Source: an optimization exercise on an open RTL-to-GDS flow (aim: small area). Production flows keep margins and buffers that such runs may drop. The RTL was checked by simulation tests, not by an equivalence proof against the original design. Power and IR drop assume default switching activity. The flow treats the clock pin as an ideal source, which a real chip does not have.

**flow/design.v**
```verilog
module filter_tap (
    input  wire [7:0] p0, p1, p2, p3,
    input  wire       sel,
    output wire [7:0] f
);
    wire [7:0] b = sel ? p1 : p2;
    wire [7:0] c = sel ? p2 : p1;
    wire [7:0] d = sel ? p3 : p0;
    wire n1, n2, n3, n4, n5, n6, n7, n8, n9, n10, n11, n12, n13, n14, n15, n16, n17, n18, n19, n20, n21, n22, n23, n24, n25, n26, n27, n28, n29, n30, n31, n32, n33, n34, n35, n36, n37, n38, n39, n40, n41, n42, n43, n44, n45, n46, n47, n48, n49, n50, n51, n52, n53, n54, n55, n56, n57, n58, n59, n60, n61, n62, n63, n64, n65, n66, n67, n68, n69, n70, n71, n72, n73, n74, n75, n76, n77, n78, n79, n80, n81, n82, n83, n84, n85, n86, n87, n88, n89, n90, n91, n92, n93, n94, n95, n96, n97, n98, n99, n100, n101, n102, n103, n104, n105, n106, n107, n108, n109, n110, n111, n112, n113, n114, n115, n116, n117, n118, n119, n120, n121, n122, n123, n124, n125, n126, n127, n128, n129, n130, n131, n132, n133, n134, n135, n136, n137, n138, n139, n140, n141, n142, n143, n144, n145, n146;
    assign n1 = ~c[3] ^ ~p0[1];
    assign n2 = ~c[3] & ~p0[1];
    assign n3 = b[0] ^ c[4] ^ p0[2];
    assign n4 = (b[0] & c[4]) | (b[0] & p0[2]) | (c[4] & p0[2]);
    assign n5 = b[3] ^ c[0] ^ c[1];
    assign n6 = (b[3] & c[0]) | (b[3] & c[1]) | (c[0] & c[1]);
    assign n7 = b[1] ^ c[5] ^ p0[3];
    assign n8 = (b[1] & c[5]) | (b[1] & p0[3]) | (c[5] & p0[3]);
    assign n9 = b[4] ^ c[1] ^ c[2];
    assign n10 = (b[4] & c[1]) | (b[4] & c[2]) | (c[1] & c[2]);
    assign n11 = b[2] ^ c[6] ^ p0[4];
    assign n12 = (b[2] & c[6]) | (b[2] & p0[4]) | (c[6] & p0[4]);
    assign n13 = b[5] ^ c[2] ^ c[3];
    assign n14 = (b[5] & c[2]) | (b[5] & c[3]) | (c[2] & c[3]);
    assign n15 = ~p3[4] ^ ~d[6];
    assign n16 = ~p3[4] & ~d[6];
    assign n17 = b[3] ^ c[7] ^ p0[5];
    assign n18 = (b[3] & c[7]) | (b[3] & p0[5]) | (c[7] & p0[5]);
    assign n19 = b[0] ^ b[6] ^ c[3];
    assign n20 = (b[0] & b[6]) | (b[0] & c[3]) | (b[6] & c[3]);
    assign n21 = p3[5] ^ d[7] ^ n17;
    assign n22 = (p3[5] & d[7]) | (p3[5] & n17) | (d[7] & n17);
    assign n23 = b[1] ^ b[7] ^ c[4];
    assign n24 = (b[1] & b[7]) | (b[1] & c[4]) | (b[7] & c[4]);
    assign n25 = b[4] ^ p0[6] ^ p3[6];
    assign n26 = (b[4] & p0[6]) | (b[4] & p3[6]) | (p0[6] & p3[6]);
    assign n27 = b[2] ^ c[5] ^ c[6];
    assign n28 = (b[2] & c[5]) | (b[2] & c[6]) | (c[5] & c[6]);
    assign n29 = ~b[5] ^ ~p0[7];
    assign n30 = ~b[5] & ~p0[7];
    assign n31 = b[3] ^ c[6];
    assign n32 = b[3] & c[6];
    assign n33 = ~c[2] ^ ~p0[0];
    assign n34 = ~c[2] & ~p0[0];
    assign n35 = b[2] ^ c[0] ^ n1;
    assign n36 = (b[2] & c[0]) | (b[2] & n1) | (c[0] & n1);
    assign n37 = ~p3[1] ^ ~d[3];
    assign n38 = ~p3[1] & ~d[3];
    assign n39 = p3[2] ^ d[4] ^ n3;
    assign n40 = (p3[2] & d[4]) | (p3[2] & n3) | (d[4] & n3);
    assign n41 = n5 ^ n2 ^ ~n39;
    assign n42 = (n5 & n2) | (n5 & ~n39) | (n2 & ~n39);
    assign n43 = p3[3] ^ d[5] ^ n7;
    assign n44 = (p3[3] & d[5]) | (p3[3] & n7) | (d[5] & n7);
    assign n45 = n9 ^ n6 ^ ~n4;
    assign n46 = (n9 & n6) | (n9 & ~n4) | (n6 & ~n4);
    assign n47 = n13 ^ n15 ^ n10;
    assign n48 = (n13 & n15) | (n13 & n10) | (n15 & n10);
    assign n49 = n11 ^ n8 ^ ~n47;
    assign n50 = (n11 & n8) | (n11 & ~n47) | (n8 & ~n47);
    assign n51 = c[4] ^ n19 ^ n14;
    assign n52 = (c[4] & n19) | (c[4] & n14) | (n19 & n14);
    assign n53 = n16 ^ n51 ^ ~n21;
    assign n54 = (n16 & n51) | (n16 & ~n21) | (n51 & ~n21);
    assign n55 = c[5] ^ n23 ^ n20;
    assign n56 = (c[5] & n23) | (c[5] & n20) | (n23 & n20);
    assign n57 = n25 ^ n18 ^ n22;
    assign n58 = (n25 & n18) | (n25 & n22) | (n18 & n22);
    assign n59 = n27 ^ n29 ^ n24;
    assign n60 = (n27 & n29) | (n27 & n24) | (n29 & n24);
    assign n61 = p3[7] ^ n26 ^ ~n59;
    assign n62 = (p3[7] & n26) | (p3[7] & ~n59) | (n26 & ~n59);
    assign n63 = c[7] ^ n31 ^ n28;
    assign n64 = (c[7] & n31) | (c[7] & n28) | (n31 & n28);
    assign n65 = n30 ^ n63 ^ ~b[6];
    assign n66 = (n30 & n63) | (n30 & ~b[6]) | (n63 & ~b[6]);
    assign n67 = b[4] ^ c[7] ^ n32;
    assign n68 = (b[4] & c[7]) | (b[4] & n32) | (c[7] & n32);
    assign n69 = ~c[1] ^ ~d[1];
    assign n70 = ~c[1] & ~d[1];
    assign n71 = b[1] ^ n33 ^ ~p3[0];
    assign n72 = (b[1] & n33) | (b[1] & ~p3[0]) | (n33 & ~p3[0]);
    assign n73 = n35 ^ n37 ^ n34;
    assign n74 = (n35 & n37) | (n35 & n34) | (n37 & n34);
    assign n75 = n41 ^ n36 ^ n38;
    assign n76 = (n41 & n36) | (n41 & n38) | (n36 & n38);
    assign n77 = n45 ^ n42 ^ ~n43;
    assign n78 = (n45 & n42) | (n45 & ~n43) | (n42 & ~n43);
    assign n79 = n49 ^ n44 ^ ~n46;
    assign n80 = (n49 & n44) | (n49 & ~n46) | (n44 & ~n46);
    assign n81 = n53 ^ n48 ^ ~n12;
    assign n82 = (n53 & n48) | (n53 & ~n12) | (n48 & ~n12);
    assign n83 = n55 ^ n52 ^ n54;
    assign n84 = (n55 & n52) | (n55 & n54) | (n52 & n54);
    assign n85 = n61 ^ n58 ^ ~n56;
    assign n86 = (n61 & n58) | (n61 & ~n56) | (n58 & ~n56);
    assign n87 = n65 ^ n60 ^ ~n62;
    assign n88 = (n65 & n60) | (n65 & ~n62) | (n60 & ~n62);
    assign n89 = n67 ^ n64 ^ n66;
    assign n90 = (n67 & n64) | (n67 & n66) | (n64 & n66);
    assign n91 = b[0] ^ n69;
    assign n92 = b[0] & n69;
    assign n93 = n71 ^ n70 ^ ~d[2];
    assign n94 = (n71 & n70) | (n71 & ~d[2]) | (n70 & ~d[2]);
    assign n95 = ~(n73 ^ n72);
    assign n96 = n73 | n72;
    assign n97 = ~(n75 ^ n74);
    assign n98 = n75 | n74;
    assign n99 = n77 ^ n76 ^ ~n40;
    assign n100 = (n77 & n76) | (n77 & ~n40) | (n76 & ~n40);
    assign n101 = ~(n78 ^ ~n79);
    assign n102 = n78 | ~n79;
    assign n103 = n50 ^ n80 ^ ~n81;
    assign n104 = (n50 & n80) | (n50 & ~n81) | (n80 & ~n81);
    assign n105 = n83 ^ n82 ^ ~n57;
    assign n106 = (n83 & n82) | (n83 & ~n57) | (n82 & ~n57);
    assign n107 = ~(n84 ^ ~n85);
    assign n108 = n84 | ~n85;
    assign n109 = ~(n87 ^ ~n86);
    assign n110 = n87 | ~n86;
    assign n111 = n89 ^ n88 ^ ~b[7];
    assign n112 = (n89 & n88) | (n89 & ~b[7]) | (n88 & ~b[7]);
    assign n113 = b[5] ^ n68 ^ n90;
    assign n114 = (b[5] & n68) | (b[5] & n90) | (n68 & n90);
    assign n115 = ~c[0] ^ ~d[0];
    assign n116 = ~c[0] & ~d[0];
    assign n117 = ~(n91 ^ n116);
    assign n118 = n91 | n116;
    assign n120 = (n93 & n92) | (n93 & n118) | (n92 & n118);
    assign n122 = (n95 & n94) | (n95 & n120) | (n94 & n120);
    assign n124 = (n97 & n96) | (n97 & n122) | (n96 & n122);
    assign n126 = (n99 & n98) | (n99 & n124) | (n98 & n124);
    assign n128 = (n101 & n100) | (n101 & n126) | (n100 & n126);
    assign n129 = ~n103 ^ n102 ^ n128;
    assign n130 = (~n103 & n102) | (~n103 & n128) | (n102 & n128);
    assign n131 = n105 ^ ~n104 ^ n130;
    assign n132 = (n105 & ~n104) | (n105 & n130) | (~n104 & n130);
    assign n133 = n107 ^ n106 ^ n132;
    assign n134 = (n107 & n106) | (n107 & n132) | (n106 & n132);
    assign n135 = n109 ^ n108 ^ n134;
    assign n136 = (n109 & n108) | (n109 & n134) | (n108 & n134);
    assign n137 = n111 ^ n110 ^ n136;
    assign n138 = (n111 & n110) | (n111 & n136) | (n110 & n136);
    assign n139 = n113 ^ n112 ^ n138;
    assign n140 = (n113 & n112) | (n113 & n138) | (n112 & n138);
    assign n141 = ~b[6] ^ n114 ^ n140;
    assign n142 = (~b[6] & n114) | (~b[6] & n140) | (n114 & n140);
    assign n143 = ~b[7] ^ b[6] ^ n142;
    assign n144 = (~b[7] & b[6]) | (~b[7] & n142) | (b[6] & n142);
    assign n145 = ~(b[7] ^ n144);
    assign n146 = b[7] | n144;
    wire [16:0] t = {~n146, n145, n143, n141, n139, n137, n135, n133, n131, n129, n127, n125, n123, n121, n119, n117, n115};
    wire neg = t[16];
    assign f = neg ? 8'd0 : t[15] ? 8'd255 : t[14:7];
endmodule
`timescale 1ns / 1ns
module top_upscaler #(
    parameter IMG_W = 64,
    parameter IMG_H = 216
)(
    input  wire        clk, rst,
    input  wire [23:0] pixel_in,
    input  wire        input_valid,
    output wire [23:0] pixel_out,
    output wire        output_valid
);
    localparam integer DEPTH = 2 * IMG_W;
    reg [1:0] ph;
    reg nph1;
    always @(posedge clk) begin
        if (rst) begin
            ph <= 2'd0; nph1 <= 1'b1;
        end else if (input_valid) begin
            ph <= {ph[0], ~(ph[0] | ph[1])};
            nph1 <= ~ph[0];
        end
    end
    wire se   = input_valid & ph[1];
    wire hold = ~input_valid | nph1;
    reg [1:0] vpipe;
    always @(posedge clk) begin
        if (rst) vpipe <= 2'b00;
        else     vpipe <= {vpipe[0], input_valid};
    end
    assign output_valid = vpipe[1];
    reg [DEPTH*24-1:0] lb;
    always @(posedge clk)
        lb <= ({DEPTH*24{se}} & {lb[(DEPTH-1)*24-1:0], pixel_in}) | ({DEPTH*24{hold}} & lb);
    wire [23:0] lb_out = lb[DEPTH*24-1 -: 24];
    reg [6:0] cnt;   
    reg full;
    always @(posedge clk) begin
        if (rst) begin
            cnt <= 0; full <= 1'b0;
        end else if (se) begin
            cnt <= cnt + 1'b1;
            if (&cnt) full <= 1'b1;
        end
    end
    wire se_w   = se & ~rst;
    wire se_c0  = se & full & ~rst;
    wire hold_w = hold & ~rst;
    reg [23:0] c0, c1, c2, c3;
    always @(posedge clk) begin
        c0 <= ({24{se_c0}} & lb_out) | ({24{hold_w}} & c0);
        c1 <= ({24{se_w}}  & c0)     | ({24{hold_w}} & c1);
        c2 <= ({24{se_w}}  & c1)     | ({24{hold_w}} & c2);
        c3 <= ({24{se_w}}  & c2)     | ({24{hold_w}} & c3);
    end
    wire sel = ph[0];
    wire [23:0] out;
    genvar k;
    generate
        for (k = 0; k < 3; k = k + 1) begin : ch
            wire [7:0] p0 = c3[8*k +: 8];
            wire [7:0] p1 = c2[8*k +: 8];
            wire [7:0] p2 = c1[8*k +: 8];
            wire [7:0] p3 = c0[8*k +: 8];
            wire [7:0] f;
            filter_tap ft (.p0(p0), .p1(p1), .p2(p2), .p3(p3), .sel(sel), .f(f));
            assign out[8*k +: 8] = (ph == 2'd0) ? p1 : f;
        end
    endgenerate
    reg [23:0] v;
    always @(posedge clk) v <= out;
    assign pixel_out = v;
endmodule
```
**flow/run.sh**
```bash
#!/bin/bash
# synth_recipe.tcl (not shown) runs the flow's synth.tcl, then flattens the netlist and writes it again
# the make line also repeats each setting of config.mk as NAME=value (left out here)
make -C /OpenROAD-flow-scripts/flow DESIGN_CONFIG=/design/flow/config.mk WORK_HOME=/design/flow/orfs CLKGATE_MAP_FILE= SYNTH_SCRIPT=/design/flow/synth_recipe.tcl finish
```
**flow/config.mk**
```make
export PLATFORM = sky130hd
export DESIGN_NAME = top_upscaler
export DESIGN_NICKNAME = top_upscaler
export VERILOG_FILES = /design/flow/design.v
export SDC_FILE = /design/flow/constraint.sdc
export NUM_CORES = 4
export LEC_CHECK = 0
export CAP_MARGIN = 20
export CORE_MARGIN = 2
export CORE_UTILIZATION = 70
export CTS_BUF_LIST = sky130_fd_sc_hd__clkbuf_16
export CTS_CLUSTER_DIAMETER = 100
export CTS_CLUSTER_SIZE = 30
export PLACE_DENSITY = 0.78
export SLEW_MARGIN = 20
```
**flow/constraint.sdc**
```tcl
create_clock -name core_clock -period 13.0 [get_ports {clk}]
set_input_delay 2.6000 -clock core_clock [delete_from_list [all_inputs] [get_ports {clk}]]
set_output_delay 2.6000 -clock core_clock [all_outputs]
set_load 0.01 [all_outputs]
```
==> load_flow_metrics.sql, run 1 <==
INSERT INTO impl_metrics (metric_group, metric, value, unit) VALUES
('global_routing', 'grt_antenna_before_repair', '0', ''),
('critical_path', 'worst_case_reg_to_reg_path_depth', '24', ''),
('layout', 'area_of_combinational_cells_with_multiple_inputs', '0.0330', 'mm²'),
('logic_synthesis', 'number_of_flops_mapped_to_enable_cells_by_yosys', '0', ''),
('layout', 'most_common_cell_after_layout_fill_and_taps_aside', 'dfxtp_1', ''),
('sta', 'slew_worst_pin', '1.29', 'ns'),
('hold_path', 'hold_path_class', 'reg2reg', ''),
('layout', 'layout.area.seq', '0.0642', 'mm²'),
('global_routing', 'grt.overflow.total', '0', ''),
('detailed_routing', 'routedWlPerCell', '16.3', 'µm'),
('floorplanning', 'site_row_count', '139', ''),
('global_routing', 'grt_start_max_net_pins', '270', ''),
('sta', 'slew_viol_final', '0', ''),
('global_routing', 'grt_pass1_vias', '53000', ''),
('detailed_routing', 'detail_route.iter0.violations', '3812', ''),
('floorplanning', 'core_area', '0.144', 'mm²'),
('logic_synthesis', 'synth.top_cell.area_share', '63.1', '%'),
('clock_network', 'tritoncts_num_sinks', '3205', ''),
('detailed_routing', 'drcViolationCount', '0', ''),
('sta', 'fin_worst_skew', '0.0355', 'ns'),
('detailed_routing', 'route.vias.total', '56400', ''),
('hold_path', 'hold_sp', 'lb[2384]', ''),
('floorplanning', 'ports', '52', ''),
('place', 'buffer_ports.inserted', '51', ''),
('critical_path', 'nature_of_the_critical_path_endpoint', 'flip-flop', ''),
('layout', 'most-common-layout-cells', 'dfxtp_1, a22o_1, inv_1', ''),
('clock_network', 'cts_max_level', '3', ''),
('sta', 'worst_slew_margin_rel', '14.2', '%'),
('layout', 'num-nets-final', '7435', ''),
('layout', 'layout-area-overhead-vs-synth', '2.92', '%'),
('logic_synthesis', 'synth_fp_nets', '7939', ''),
('clock_network', 'cts_hold_buf', '0', ''),
('critical_path', 'worstSetupPathType', 'reg2reg', ''),
('sta', 'final-hold-violation-count', '0', ''),
('sta', 'final.min_clock_period', '8.59', 'ns'),
('sta', 'timing.final.crit_share', '66.0', '%'),
('global_routing', 'grt_pass1_wl', '256000', 'µm'),
('detailed_routing', 'route.antenna.remaining_nets', '0', ''),
('layout', 'fin_util', '72.7', '%'),
('floorplanning', 'initial_utilization', '70.7', '%'),
('floorplanning', 'die_width', '385', 'µm'),
('layout', 'antenna_cells_inserted', '0', ''),
('pwr', 'static-leakage-power', '41.3', 'nW'),
('critical_path', 'crit_path_arrival_time', '9.27', 'ns'),
('logic_synthesis', 'seq_area_frac_synth', '63.1', '%'),
('detailed_routing', 'wirelength', '149000', 'µm'),
('detailed_routing', 'drtPass1Iterations', '5', ''),
('clock_network', 'cts_root_buffer', 'clkbuf_16', ''),
('hold_path', 'hold-path-cell-count', '1', ''),
('place', 'place.detailed.hpwl', '82800', 'µm'),
('status', 'run_status', 'timing/DRC/antenna clean', ''),
('layout', 'num-fill-cells', '9748', ''),
('logic_synthesis', 'syn-cell-area', '0.102', 'mm²'),
('place', 'dp.cells', '8989', ''),
('logic_synthesis', 'yosys_register_bits', '3205', ''),
('floorplanning', 'die_h', '385', 'µm'),
('logic_synthesis', 'ys.warnings.count', '1', ''),
('sta', 'clock.fmax', '0.116', 'GHz'),
('logic_synthesis', 'post_synth_inst_count', '7710', ''),
('hold_path', 'worst_hold_path.endpoint', 'lb[2408]', ''),
('logic_synthesis', 'postSynth.asyncResetShare', '0', '%'),
('logic_synthesis', 'netlist_top_cells_area', 'dfxtp_1, a22o_1, fa_1', ''),
('layout', 'drive_above_1_share', '2.72', '%'),
('logic_synthesis', 'syn_avg_cell_area', '13.2', 'µm²'),
('sta', 'finalSetupViolations', '0', ''),
('clock_network', 'ctsResizeCount', '0', ''),
('logic_synthesis', 'synth_top_flop_cell', 'dfxtp_1', ''),
('critical_path', 'crit_start', 'ph[0]', ''),
('clock_network', 'cts_buffers', '118', ''),
('sta', 'post-route-worst-setup-slack', '4.41', 'ns'),
('clock_network', 'post-cts-setup-buffers', '0', '');
routing by layer:
layer / global-route usage (%) / vias up / share of wire [%]
met1: 29.5 / 27900 / 51
met2: 29.9 / 380 / 45
met3: 2.30 / 166 / 2.0
met5: 0 / - / 0
met4: 4.11 / 0 / 1.8
li1: - / 28000 / -
flip-flops by register name, summed over array words and instances (netlist names):
register and count:
lb 3072, c0 24, c1 24, c2 24
c3 24, v 24, cnt 7, ph 2
vpipe 2, full 1, nph1 1
cell type report:
cell class | count | share of cell area [%]
Clock buffer | 120 | 2.87
Clock inverter | 12 | 0.165
Timing Repair Buffer | 95 | 1.03
Sequential cell | 3205 | 61.3
Tap cell | 1903 | 2.28
Multi-Input combinational cell | 3579 | 31.6
Inverter | 207 | 0.743
cells in the mapped netlist, drive strengths merged, types with 2 or more instances:
library cell	n
a211oi	14
a21o	12
a21oi	6
a221oi	3
a22o	3168
a31oi	2
and2	3
buf	659
clkbuf	60
dfxtp	3205
fa	159
ha	43
inv	207
maj3	2
mux2	15
mux2i	52
nand2	24
nand2b	3
nand3	2
nand4	2
nor2	17
nor2b	12
nor3	6
o211a	2
o21ai	9
o221ai	2
o31ai	9
xnor2	2
xor2	4
kinds of logic after synthesis:
| kind of cell | Yosys count | share of synthesized area [%] |
|---|---|---|
| compound gates | 3231 | 27.7 |
| flops | 3205 | 63.1 |
| buf+inv | 926 | 4.40 |
| fa+ha+maj | 204 | 3.68 |
| simple gates | 71 | 0.331 |
| mux | 67 | 0.678 |
| xor+xnor | 6 | 0.0517 |
metrics by stage:
step                      hold slack, ns  instance area, µm²
final                              0.465              105000
after global routing               0.480              105000
after CTS                          0.455              105000
after detailed placement           0.452              101000
after global placement             0.443              101000
after floorplan                    0.414              102000
worst max-delay path, stage by stage, from the launching register on:
cell and delay (ns):
dfxtp_4 0.64, buf_4 0.50, mux2i_1 0.53, fa_1 0.53, fa_1 0.52, inv_1 0.06
fa_1 0.50, fa_1 0.43, fa_1 0.49, and2_1 0.15, a2111oi_0 0.36, nor3_1 0.15
fa_1 0.47, fa_1 0.46, fa_1 0.45, fa_1 0.42, inv_1 0.10, fa_1 0.22
fa_1 0.21, fa_1 0.26, fa_1 0.20, inv_1 0.05, ha_1 0.37, a211oi_1 0.31
a21o_1 0.12
how the worst max path moves through the flow:
stage             to  slack [ns]
2_1_floorplan  v[20]        5.29
3_3_place_gp    v[0]        4.49
3_5_place_dp    v[0]        4.37
4_1_cts         v[0]        4.32
5_1_grt         v[0]        3.83
6_report        v[0]        4.41
power by group:
group / switching [mW] / total (mW) / internal [mW]
Combinational: 0.191 / 0.284 / 0.0936
Sequential: 0.0499 / 9.95 / 9.90
Clock: 2.74 / 4.42 / 1.68
Total: 2.98 / 14.7 / 11.7
==> run 2: changes to the inputs <==
--- a/flow/design.v
+++ b/flow/design.v
@@ -183,8 +183,11 @@
     end
     assign output_valid = vpipe[1];
+    reg pol;
+    always @(posedge clk) pol <= ~pol & ~rst;
+    wire [23:0] din = pixel_in ^ {24{pol}};
     reg [DEPTH*24-1:0] lb;
     always @(posedge clk)
-        lb <= ({DEPTH*24{se}} & {lb[(DEPTH-1)*24-1:0], pixel_in}) | ({DEPTH*24{hold}} & lb);
-    wire [23:0] lb_out = lb[DEPTH*24-1 -: 24];
+        lb <= ~(({DEPTH*24{hold}} | {lb[(DEPTH-1)*24-1:0], din}) & ({DEPTH*24{se}} | lb));
+    wire [23:0] lb_out = lb[DEPTH*24-1 -: 24] ^ {24{pol}};
     reg [6:0] cnt;   
     reg full;
==> run 2 against run 1 <==
  * Utilization is 0.12 points higher
  * Critical path type unchanged
  * Still clean
  * Clock skew is 0.0085 ns lower
  * Total power is 61% higher
==> load_flow_metrics.sql, run 2 <==
INSERT INTO impl_metrics (metric_group, metric, value, unit) VALUES
('status', 'run_status', 'timing/DRC/antenna clean', ''),
('logic_synthesis', 'seq_area_frac_synth', '68.1', '%'),
('detailed_routing', 'route.antenna.remaining_nets', '0', ''),
('sta', 'timing.final.crit_share', '68.0', '%'),
('critical_path', 'critical_path_required', '13.71', 'ns'),
('hold_path', 'hold_path_class', 'reg2reg', ''),
('critical_path', 'critical-path-top-delay-family', 'adder cells', ''),
('clock_network', 'tritoncts_num_sinks', '3206', ''),
('layout', 'top_register', 'lb', ''),
('detailed_routing', 'route.vias.total', '56200', ''),
('floorplanning', 'core_area', '0.133', 'mm²'),
('clock_network', 'cts_max_level', '3', ''),
('global_routing', 'grt_use_total', '20.5', '%'),
('hold_path', 'hold_sp', 'lb[1244]', ''),
('sta', 'worst_slew_margin_rel', '18.3', '%'),
('detailed_routing', 'detailroute.wirelength.met2', '65700', 'µm'),
('sta', 'slew_viol_final', '0', ''),
('critical_path', 'worstSetupPathType', 'reg2reg', ''),
('detailed_routing', 'drt-vias-per-instance', '6.20', ''),
('critical_path', 'worst_case_reg_to_reg_path_depth', '26', ''),
('detailed_routing', 'met3_length', '3440', 'µm'),
('logic_synthesis', 'number_of_flops_mapped_to_enable_cells_by_yosys', '0', ''),
('layout', 'antenna_cells_inserted', '0', ''),
('floorplanning', 'ports', '52', ''),
('critical_path', 'nature_of_the_critical_path_endpoint', 'flip-flop', ''),
('detailed_routing', 'route.layer.met1.wl', '73900', 'µm'),
('layout', 'largest_register_ffs', '3072', ''),
('sta', 'slew_worst_pin', '1.23', 'ns'),
('global_routing', 'grt_antenna_before_repair', '0', ''),
('critical_path', 'worst_setup_path_start_kind', 'flip-flop', ''),
('logic_synthesis', 'netlist_top_cells_area', 'dfxtp_1, o22ai_1, fa_1', ''),
('pwr', 'static-leakage-power', '36.6', 'nW'),
('floorplanning', 'die_h', '371', 'µm'),
('clock_network', 'clk-insertion-delay-late', '0.77', 'ns'),
('logic_synthesis', 'synth_simple_gate_area_share', '0.459', '%'),
('critical_path', 'critical_path_peak_fanout', '50', ''),
('clock_network', 'tritoncts_clock_tree', 'yes', ''),
('global_routing', 'grt_start_max_net_pins', '278', ''),
('pwr', 'comb_power_share', '10.6', '%'),
('place', 'place.detailed.hpwl', '82400', 'µm'),
('logic_synthesis', 'synth_top_cell_by_area', 'dfxtp_1', ''),
('layout', 'num-nets-final', '7508', ''),
('logic_synthesis', 'yosys_register_bits', '3206', ''),
('logic_synthesis', 'mux_contribution_to_synthesized_area', '0.732', '%'),
('clock_network', 'post-cts-setup-buffers', '0', ''),
('hold_path', 'worst_hold_path.endpoint', 'lb[1244]', ''),
('logic_synthesis', 'largest_family_of_logic_cells_by_synthesized_area', 'compound AO/OA/AOI/OAI gates', ''),
('pwr', 'clock_power_share', '18.6', '%'),
('logic_synthesis', 'post-synth-top-count-cell', 'dfxtp_1', ''),
('critical_path', 'critical-path-top-cell-by-count', 'fa_1', ''),
('logic_synthesis', 'synth.top_cell.area_share', '68.1', '%'),
('clock_network', 'ctsResizeCount', '0', ''),
('sta', 'clock.fmax', '0.113', 'GHz'),
('critical_path', 'worst-r2r-setup-slack', '4.16', 'ns'),
('logic_synthesis', 'post_synth_inst_count', '7789', ''),
('layout', 'layout-area-overhead-vs-synth', '3.17', '%'),
('pwr', 'pwr_density_cell', '242', 'mW/mm²'),
('pwr', 'power_switching_share', '26.3', '%'),
('pwr', 'vdd.ir_drop.worst', '0.000192', 'V'),
('detailed_routing', 'drcViolationCount', '0', ''),
('layout', 'layout.area.seq', '0.0642', 'mm²'),
('sta', 'final-hold-violation-count', '0', ''),
('logic_synthesis', 'synth_top_flop_cell', 'dfxtp_1', ''),
('logic_synthesis', 'synth_commonest_cells', 'dfxtp_1, o22ai_1, buf_2', ''),
('place', 'dp.cells', '8926', ''),
('floorplanning', 'site_row_count', '134', ''),
('logic_synthesis', 'synth_fp_nets', '8018', ''),
('detailed_routing', 'detail_route.iter0.violations', '3843', ''),
('logic_synthesis', 'synth-xor-area-share', '0.502', '%'),
('critical_path', 'crit_path_arrival_time', '9.54', 'ns'),
('layout', 'num-fill-cells', '9132', ''),
('critical_path', 'r2r-start', 'ph[0]', ''),
('logic_synthesis', 'synth_fa_ha_area_share', '3.97', '%'),
('layout', 'area_of_combinational_cells_with_multiple_inputs', '0.0258', 'mm²'),
('pwr', 'power.sequential.fraction', '70.8', '%'),
('global_routing', 'grt.overflow.total', '0', ''),
('detailed_routing', 'top_layer', 'met4', ''),
('floorplanning', 'initial_utilization', '70.6', '%'),
('detailed_routing', 'wirelength', '145000', 'µm'),
('critical_path', 'reg2reg_to', 'v[0]', ''),
('layout', 'final-instance-count-excl-fill', '9059', ''),
('critical_path', 'max_stage_delay', '0.87', 'ns'),
('pwr', 'cell_internal_pwr', '17.4', 'mW'),
('logic_synthesis', 'compound_gate_portion_of_the_synthesized_area', '21.7', '%'),
('run', 'timing.max_cap.violations', '0', ''),
('sta', 'fin_worst_skew', '0.0270', 'ns'),
('layout', 'drive_above_1_share', '2.66', '%'),
('detailed_routing', 'routedWlPerCell', '16.0', 'µm'),
('logic_synthesis', 'syn-cell-area', '0.0942', 'mm²'),
('sta', 'totalNegativeSetupSlack', '0', 'ns'),
('place', 'buffer_ports.inserted', '51', ''),
('logic_synthesis', 'syn_avg_cell_area', '12.1', 'µm²'),
('clock_network', 'cts_buffers', '118', ''),
('place', 'routabilityCongestion', '0.790', ''),
('detailed_routing', 'drtPass1Iterations', '7', ''),
('clock_network', 'cts_hold_buf', '0', ''),
('floorplanning', 'die_width', '371', 'µm'),
('sta', 'finalSetupViolations', '0', ''),
('layout', 'most_common_cell_after_layout_fill_and_taps_aside', 'dfxtp_1', ''),
('clock_network', 'cts_buffer_depth', '3', ''),
('pwr', 'p_switching', '6.18', 'mW'),
('layout', 'most-common-layout-cells', 'dfxtp_1, o22ai_1, inv_1', ''),
('global_routing', 'grt_pass1_vias', '51500', ''),
('critical_path', 'critical-path-slowest-cell', 'dfxtp_4', ''),
('hold_path', 'hold-path-cell-count', '1', ''),
('sta', 'final.min_clock_period', '8.84', 'ns'),
('logic_synthesis', 'synthDistinctLibCells', '42', ''),
('logic_synthesis', 'postSynth.asyncResetShare', '0', '%'),
('floorplanning', 'die_area', '0.138', 'mm²'),
('global_routing', 'grt_pass1_wl', '247000', 'µm'),
('clock_network', 'clk_pin_slew', '0.11', 'ns'),
('critical_path', 'worstPathBufferInverterCount', '7', ''),
('clock_network', 'cts_root_buffer', 'clkbuf_16', ''),
('sta', 'rsz0062_at_grt', 'false', ''),
('critical_path', 'crit_cells', '26', ''),
('logic_synthesis', 'ys.warnings.count', '1', '');
## run 2: cells by family (layout without fill, tap and decap cells)
group / Yosys count / in the layout
and+or+nand+nor: 96 / 96
DFF: 3206 / 3206
adders and majority gates: 204 / 204
AOI/OAI and AO/OA: 3231 / 3231
xor gates and xnor gates: 54 / 54
muxes: 67 / 67
buffers and inverters: 931 / 433
## run 2: per-stage QoR
stage | total power, mW | setup slack, ns | util [%] | hold WS, ns | instance area, µm²
final | 23.5 | 4.16 | 72.9 | 0.436 | 97200
after global routing | 24.9 | 3.65 | 72.9 | 0.449 | 97200
after CTS | 23.7 | 4.06 | 72.8 | 0.440 | 97200
after detailed placement | 19.3 | 4.10 | 70.4 | 0.427 | 94000
after global placement | 18.9 | 4.15 | 70.4 | 0.418 | 94000
after floorplan | 18.2 | 5.29 | - | 0.412 | 94200
## run 2: power groups by stage
stage | logic [mW] | registers, mW | clock network [mW]
after floorplan | 2.10 | 16.1 | 0
after global placement | 2.27 | 16.6 | 0
after detailed placement | 2.51 | 16.8 | 0
after global routing | 2.91 | 17.2 | 4.86
final | 2.49 | 16.7 | 4.39
after CTS | 2.53 | 16.6 | 4.52
## run 2: worst register-to-register path: cells and delay by family (launching register included)
| family | cells | cell delay, ns |
|---|---|---|
| buf+inv | 7 | 1.01 |
| mux | 1 | 0.55 |
| compound gates | 3 | 0.86 |
| fa+ha+maj | 14 | 5.37 |
| flops | 1 | 0.87 |
| simple gates | 1 | 0.13 |
## run 2: area by class of cell
class | instances | area share, %
Clock inverter | 12 | 0.179
Sequential cell | 3206 | 66.0
Clock buffer | 120 | 3.09
Timing Repair Buffer | 94 | 1.12
Tap cell | 1768 | 2.28
Multi-Input combinational cell | 3652 | 26.5
Inverter | 207 | 0.799
## run 2: per-layer routing
metal / global-route usage (%) / vias to the layer above
li1: - / 28800
met2: 31.6 / 486
met1: 31.4 / 26800
met4: 3.85 / 0
met5: 0 / -
met3: 2.45 / 159
## run 2: worst max-delay path by stage
stage               startpoint  endpoint  slack (ns)
finish                   ph[0]      v[0]        4.16
global placement         ph[0]      v[0]        4.15
detailed placement       ph[0]      v[0]        4.10
CTS                      ph[0]      v[0]        4.06
floorplan                ph[0]     v[20]        5.29
global route             ph[0]      v[0]        3.65
==> run 3: changes to the inputs <==
==> flow/flow/run.sh (new file) <==
#!/bin/bash
# The standard layout (standard.sh) with two changes, both through ORFS's own
# variables:
#  - port buffers are buf_1 (the standard flow's pick is clkdlybuf4s50_1);
#  - CTS uses clkbuf_16 only, clusters of up to 30 sinks within 100 um, and
#    no dummy loads.
set -euo pipefail
export BUFFER_PORTS_ARGS="-buffer_cell sky130_fd_sc_hd__buf_1"
export CTS_ARGS="-sink_clustering_enable -repair_clock_nets -dont_use_dummy_load -sink_clustering_size 30 -sink_clustering_max_diameter 100 -buf_list sky130_fd_sc_hd__clkbuf_16"
bash standard.sh > standard.log 2>&1
==> flow/standard.sh (new file) <==
#!/bin/bash
# synth_recipe.tcl (not shown) runs the flow's synth.tcl, then flattens the netlist and writes it again
# the make line also repeats each setting of config.mk as NAME=value (left out here)
make -C /OpenROAD-flow-scripts/flow DESIGN_CONFIG=/design/flow/config.mk WORK_HOME=/design/flow/orfs CLKGATE_MAP_FILE= SYNTH_SCRIPT=/design/flow/synth_recipe.tcl "${@:-finish}"
removed: flow/run.sh
==> run 3 against run 2 <==
  * Non-clock buffer count rose by 11
  * Clock skew rose by 0.028 ns
  * First-iteration DRC count fell by 6.9%
  * Total power fell by 0.31%
  * Sequential cell count did not move
==> load_flow_metrics.sql, run 3 <==
INSERT INTO impl_metrics (metric_group, metric, value, unit) VALUES
('critical_path', 'critical_path_required', '13.69', 'ns'),
('detailed_routing', 'route.antenna.remaining_nets', '0', ''),
('pwr', 'comb_power_share', '10.6', '%'),
('layout', 'largest_register_ffs', '3072', ''),
('logic_synthesis', 'post-synth-top-count-cell', 'dfxtp_1', ''),
('logic_synthesis', 'syn-cell-area', '0.0942', 'mm²'),
('clock_network', 'clk-insertion-delay-late', '0.76', 'ns'),
('layout', 'num-nets-final', '7519', ''),
('logic_synthesis', 'post_synth_inst_count', '7789', ''),
('sta', 'finalSetupViolations', '0', ''),
('logic_synthesis', 'yosys_register_bits', '3206', ''),
('critical_path', 'crit_path_arrival_time', '9.48', 'ns'),
('logic_synthesis', 'netlist_top_cells_area', 'dfxtp_1, o22ai_1, fa_1', ''),
('logic_synthesis', 'ys.warnings.count', '1', ''),
('sta', 'rsz0062_at_grt', 'false', ''),
('logic_synthesis', 'synth_top_cell_by_area', 'dfxtp_1', ''),
('pwr', 'power.sequential.fraction', '71.1', '%'),
('logic_synthesis', 'synth_commonest_cells', 'dfxtp_1, o22ai_1, buf_2', ''),
('layout', 'num-fill-cells', '9213', ''),
('critical_path', 'worstSetupPathType', 'reg2reg', ''),
('floorplanning', 'initial_utilization', '70.6', '%'),
('floorplanning', 'core_area', '0.133', 'mm²'),
('hold_path', 'hold_path_class', 'reg2reg', ''),
('detailed_routing', 'routedWlPerCell', '16.4', 'µm'),
('pwr', 'clock_power_share', '18.3', '%'),
('floorplanning', 'die_h', '371', 'µm'),
('layout', 'top_register', 'lb', ''),
('global_routing', 'grt_antenna_before_repair', '0', ''),
('clock_network', 'post-cts-setup-buffers', '0', ''),
('global_routing', 'grt_start_max_net_pins', '269', ''),
('clock_network', 'cts_buffers', '118', ''),
('detailed_routing', 'drtPass1Iterations', '5', ''),
('detailed_routing', 'route.vias.total', '56100', ''),
('sta', 'final.min_clock_period', '8.79', 'ns'),
('layout', 'drive_above_1_share', '2.68', '%'),
('clock_network', 'cts_root_buffer', 'clkbuf_16', ''),
('clock_network', 'ctsResizeCount', '0', ''),
('logic_synthesis', 'seq_area_frac_synth', '68.1', '%'),
('logic_synthesis', 'synth_top_flop_cell', 'dfxtp_1', ''),
('logic_synthesis', 'number_of_flops_mapped_to_enable_cells_by_yosys', '0', ''),
('pwr', 'p_switching', '6.17', 'mW'),
('layout', 'most-common-layout-cells', 'dfxtp_1, o22ai_1, inv_1', ''),
('place', 'place.detailed.hpwl', '85200', 'µm'),
('clock_network', 'cts_max_level', '3', ''),
('pwr', 'static-leakage-power', '36.4', 'nW'),
('pwr', 'cell_internal_pwr', '17.3', 'mW'),
('sta', 'slew_worst_pin', '1.22', 'ns'),
('clock_network', 'tritoncts_num_sinks', '3206', ''),
('sta', 'clock.fmax', '0.114', 'GHz'),
('global_routing', 'grt_pass1_vias', '52500', ''),
('pwr', 'pwr_density_cell', '243', 'mW/mm²'),
('pwr', 'fin_total_pwr', '23.5', 'mW'),
('sta', 'worst_slew_margin_rel', '18.4', '%'),
('layout', 'most_common_cell_after_layout_fill_and_taps_aside', 'dfxtp_1', ''),
('run', 'timing.max_cap.violations', '0', ''),
('critical_path', 'nature_of_the_critical_path_endpoint', 'flip-flop', ''),
('logic_synthesis', 'postSynth.asyncResetShare', '0', '%'),
('detailed_routing', 'drcViolationCount', '0', ''),
('sta', 'timing.final.crit_share', '67.6', '%'),
('sta', 'fin_worst_skew', '0.0553', 'ns'),
('sta', 'totalNegativeSetupSlack', '0', 'ns'),
('layout', 'antenna_cells_inserted', '0', ''),
('logic_synthesis', 'synth_fp_nets', '8018', ''),
('floorplanning', 'die_area', '0.138', 'mm²'),
('layout', 'final_cell_area', '0.0967', 'mm²'),
('clock_network', 'clk_pin_slew', '0.10', 'ns'),
('clock_network', 'cts_hold_buf', '0', ''),
('place', 'routabilityCongestion', '0.769', ''),
('detailed_routing', 'drt-vias-per-instance', '6.20', ''),
('logic_synthesis', 'synthDistinctLibCells', '42', ''),
('sta', 'final-hold-violation-count', '0', ''),
('floorplanning', 'site_row_count', '134', ''),
('sta', 'slew_viol_final', '0', ''),
('clock_network', 'cts_buffer_depth', '3', ''),
('floorplanning', 'die_width', '371', 'µm'),
('layout', 'layout-area-overhead-vs-synth', '2.64', '%'),
('critical_path', 'worst_setup_path_start_kind', 'flip-flop', ''),
('pwr', 'power_switching_share', '26.3', '%'),
('global_routing', 'grt_use_total', '20.9', '%'),
('pwr', 'vdd.ir_drop.worst', '0.000166', 'V'),
('place', 'buffer_ports.inserted', '51', ''),
('status', 'run_status', 'timing/DRC/antenna clean', ''),
('floorplanning', 'ports', '52', ''),
('logic_synthesis', 'syn_avg_cell_area', '12.1', 'µm²'),
('logic_synthesis', 'synth.top_cell.area_share', '68.1', '%'),
('critical_path', 'critical_path_peak_fanout', '52', ''),
('global_routing', 'grt_pass1_wl', '252000', 'µm'),
('clock_network', 'tritoncts_clock_tree', 'yes', ''),
('detailed_routing', 'detail_route.iter0.violations', '3579', ''),
('global_routing', 'grt.overflow.total', '0', ''),
('detailed_routing', 'wirelength', '148000', 'µm'),
('place', 'postPlaceCellArea', '0.0937', 'mm²');
==> run 3: cell types whose count changed in the layout (fill, tap and decap cells not counted), sizes merged <==
cell / previous run / this run
buf: 43 / 105
clkdlybuf4s50: 51 / 0
clkinv: 7 / 0
inv: 212 / 207
clkbuf: 120 / 118
==> run 3: metal layers <==
| layer | track usage, % | part of all wire [%] | vias to the layer above |
|---|---|---|---|
| met5 | 0 | 0 | - |
| met4 | 4.41 | 1.8 | 0 |
| met3 | 2.50 | 2.3 | 164 |
| met2 | 32.7 | 45 | 483 |
| met1 | 31.4 | 50 | 26800 |
| li1 | - | - | 28700 |
==> run 3: worst max-delay path, stage by stage (launching register included) <==
cell and delay (ns):
dfxtp_4 0.91, buf_4 0.56, mux2i_1 0.50, inv_1 0.13, fa_1 0.49, fa_1 0.49, inv_1 0.06, fa_1 0.52
inv_1 0.05, fa_1 0.47, inv_1 0.04, ha_1 0.31, a2111oi_0 0.40, nor3_1 0.13, fa_1 0.47, fa_1 0.47
fa_1 0.46, fa_1 0.43, inv_1 0.09, fa_1 0.20, fa_1 0.21, fa_1 0.27, fa_1 0.20, inv_1 0.05
ha_1 0.38, a211oi_1 0.31, a21o_1 0.12
==> run 3: power groups by stage <==
| stage | sequential, mW | combinational (mW) | clock [mW] |
|---|---|---|---|
| 2_1_floorplan | 16.1 | 2.10 | 0 |
| 3_3_place_gp | 16.6 | 2.26 | 0 |
| 3_5_place_dp | 16.8 | 2.51 | 0 |
| 4_1_cts | 16.7 | 2.53 | 4.42 |
| 5_1_grt | 17.2 | 2.90 | 4.75 |
| 6_report | 16.7 | 2.50 | 4.29 |
==> run 3: worst paths after layout <==
check | start | endpoint | slack (ns) | cells after the start
setup / recovery | ph[0] | v[0] | 4.21 | 26
hold / removal | lb[1364] | lb[1388] | 0.41 | 1
setup reg to reg | ph[0] | v[0] | 4.21 | 26
hold reg to reg | lb[1364] | lb[1388] | 0.41 | 1
==> run 3: final cells by class <==
class | instances | area [µm²] | area share, %
Clock buffer | 118 | 2950 | 3.05
Multi-Input combinational cell | 3652 | 25800 | 26.7
Tap cell | 1768 | 2210 | 2.29
Inverter | 207 | 777 | 0.803
Timing Repair Buffer | 105 | 816 | 0.843
Sequential cell | 3206 | 64200 | 66.4
==> run 3: metrics by stage <==
stage / hold slack [ns] / worst slack (ns) / cells / utilization, %
finish: 0.414 / 4.21 / 9056 / 72.5
global route: 0.404 / 3.69 / 9056 / 72.5
CTS: 0.406 / 4.07 / 9054 / 72.4
detailed placement: 0.427 / 4.10 / 8936 / 70.2
global placement: 0.417 / 4.11 / 8936 / 70.2
floorplan: 0.412 / 5.29 / 7789 / -
==> run 3: kinds of logic after synthesis <==
logic type	after synthesis	synth area share (%)
flops	3206	68.1
mux	67	0.732
buf+inv	931	4.57
fa+ha+maj	204	3.97
compound gates	3231	21.7
xor+xnor	54	0.502
simple gates	96	0.459
==> run 4: changes to the inputs <==
--- a/flow/design.v
+++ b/flow/design.v
@@ -183,11 +183,8 @@
     end
     assign output_valid = vpipe[1];
-    reg pol;
-    always @(posedge clk) pol <= ~pol & ~rst;
-    wire [23:0] din = pixel_in ^ {24{pol}};
     reg [DEPTH*24-1:0] lb;
     always @(posedge clk)
-        lb <= ~(({DEPTH*24{hold}} | {lb[(DEPTH-1)*24-1:0], din}) & ({DEPTH*24{se}} | lb));
-    wire [23:0] lb_out = lb[DEPTH*24-1 -: 24] ^ {24{pol}};
+        lb <= ({DEPTH*24{se}} & {lb[(DEPTH-1)*24-1:0], pixel_in}) | ({DEPTH*24{hold}} & lb);
+    wire [23:0] lb_out = lb[DEPTH*24-1 -: 24];
     reg [6:0] cnt;   
     reg full;
==> run 4 against run 3 <==
  * Die area increased by 7.8%
  * Synthesized cell count fell by 1.0%
  * Design area rose by 7.6%
  * Sequential power down about 40%
  * Clock-buffer cell count is 1 lower
  * Clock power hardly changed
  * Still clean on timing, DRC and antenna
  * Sequential share of layout area shrank 4.7 points
  * Total power is 38% lower
  * Sequential cell count shrank 1
==> load_flow_metrics.sql, run 4 <==
INSERT INTO impl_metrics (metric_group, metric, value, unit) VALUES
('clock_network', 'tritoncts_num_sinks', '3205', ''),
('logic_synthesis', 'synth_top_flop_cell', 'dfxtp_1', ''),
('place', 'dp.cells', '8986', ''),
('clock_network', 'clk_pin_slew', '0.11', 'ns'),
('global_routing', 'grt.overflow.total', '0', ''),
('clock_network', 'clk-insertion-delay-late', '0.77', 'ns'),
('global_routing', 'grt_start_max_net_pins', '266', ''),
('place', 'postPlaceCellArea', '0.101', 'mm²'),
('pwr', 'vdd.ir_drop.worst', '0.000133', 'V'),
('critical_path', 'max_stage_delay', '0.60', 'ns'),
('layout', 'final_cell_area', '0.104', 'mm²'),
('pwr', 'comb_power_share', '1.9', '%'),
('clock_network', 'cts_hold_buf', '0', ''),
('pwr', 'clock_power_share', '29.5', '%'),
('floorplanning', 'die_h', '385', 'µm'),
('sta', 'final-hold-violation-count', '0', ''),
('global_routing', 'grt_use_total', '19.3', '%'),
('critical_path', 'critical-path-top-delay-family', 'adder cells', ''),
('pwr', 'pwr_density_cell', '139', 'mW/mm²'),
('place', 'place.detailed.hpwl', '82100', 'µm'),
('status', 'run_status', 'timing/DRC/antenna clean', ''),
('critical_path', 'crit_start', 'ph[0]', ''),
('detailed_routing', 'drtPass1Iterations', '5', ''),
('detailed_routing', 'route.vias.total', '56200', ''),
('floorplanning', 'die_area', '0.148', 'mm²'),
('place', 'routabilityCongestion', '0.777', ''),
('sta', 'post-route-worst-setup-slack', '4.50', 'ns'),
('critical_path', 'worst-r2r-setup-slack', '4.50', 'ns'),
('logic_synthesis', 'post-synth-top-count-cell', 'dfxtp_1', ''),
('critical_path', 'critical_path_peak_fanout', '30', ''),
('logic_synthesis', 'synth_fp_nets', '7939', ''),
('layout', 'most_common_cell_after_layout_fill_and_taps_aside', 'dfxtp_1', ''),
('critical_path', 'critical_path_required', '13.62', 'ns'),
('critical_path', 'worstPathBufferInverterCount', '4', '');
-- run 4: per-stage QoR --
step           hold WS, ns  util (%)
2_1_floorplan        0.414         -
3_3_place_gp         0.442      70.3
6_report             0.421      72.3
5_1_grt              0.451      72.3
3_5_place_dp         0.452      70.3
4_1_cts              0.426      72.3
-- run 4: kinds of logic after synthesis --
family,count (synthesis),synth area share [%]
compound gates,3231,27.7
flops,3205,63.1
buf+inv,926,4.40
fa+ha+maj,204,3.68
simple gates,71,0.331
mux,67,0.678
xor+xnor,6,0.0517
-- run 4: metal layers --
layer	global-route usage, %	part of all wire [%]	vias to the layer above
met1	28.8	51	27800
li1	-	-	28000
met4	3.62	1.6	0
met2	30.6	45	328
met3	2.38	2.0	137
met5	0	0	-
-- run 4: final cells by class --
cell class	instances	area [µm²]	share of cell area, %
well taps	1903	2380	2.29
repair buffers	92	749	0.720
flip-flops and latches	3205	64200	61.7
multi-input cells	3579	33000	31.8
clock buffers	117	2930	2.81
inverters	207	777	0.747
-- run 4: worst min path at each step --
stage / to / slack, ns / cells past startpoint
6_report: lb[2249] / 0.42 / 1
5_1_grt: lb[2249] / 0.45 / 1
4_1_cts: lb[2249] / 0.43 / 1
3_5_place_dp: lb[2514] / 0.45 / 1
3_3_place_gp: full / 0.44 / 2
2_1_floorplan: vpipe[1] / 0.41 / 1
-- run 4: power groups by stage --
stage          Sequential [mW]  Combinational [mW]  Clock (mW)
2_1_floorplan             10.2               0.263           0
3_3_place_gp              10.2               0.274           0
3_5_place_dp              10.2               0.280           0
4_1_cts                   9.95               0.282        4.45
5_1_grt                   9.96               0.312        4.77
6_report                  9.95               0.281        4.28

afterwards: timing with drivers on the ports:
The results above use ideal ports. As a check the final layouts listed here were re-extracted and re-timed, cells and wires unchanged.
Step 1 sets driving cells, clkbuf_16 on the clock port and buf_2 on the other inputs (assumed; they add their load-dependent delay and slew).
Step 2 moves the port delays by t, midway between the first and last clock arrival at a register: inputs arrive t later, outputs are due t later. That takes back most of the time a late clock gives input paths.
Slacks: no drivers / after step 1 / after step 2; pairs: no drivers / after step 1.
run	t (ns)	setup slack, ns	worst setup path at the end	clock arrival spread, ns	slew at the worst register clock pin (ns)
run 1	0.829	4.414 / 4.414 / 4.414	register to register	0.039 / 0.039	0.11 / 0.11
run 2	0.826	4.165 / 4.165 / 4.165	register to register	0.037 / 0.038	0.11 / 0.11
run 3	0.814	4.210 / 4.210 / 4.210	register to register	0.076 / 0.076	0.11 / 0.11
run 4	0.818	4.496 / 4.496 / 4.496	register to register	0.078 / 0.078	0.11 / 0.11
After both steps every run listed still meets setup and hold.
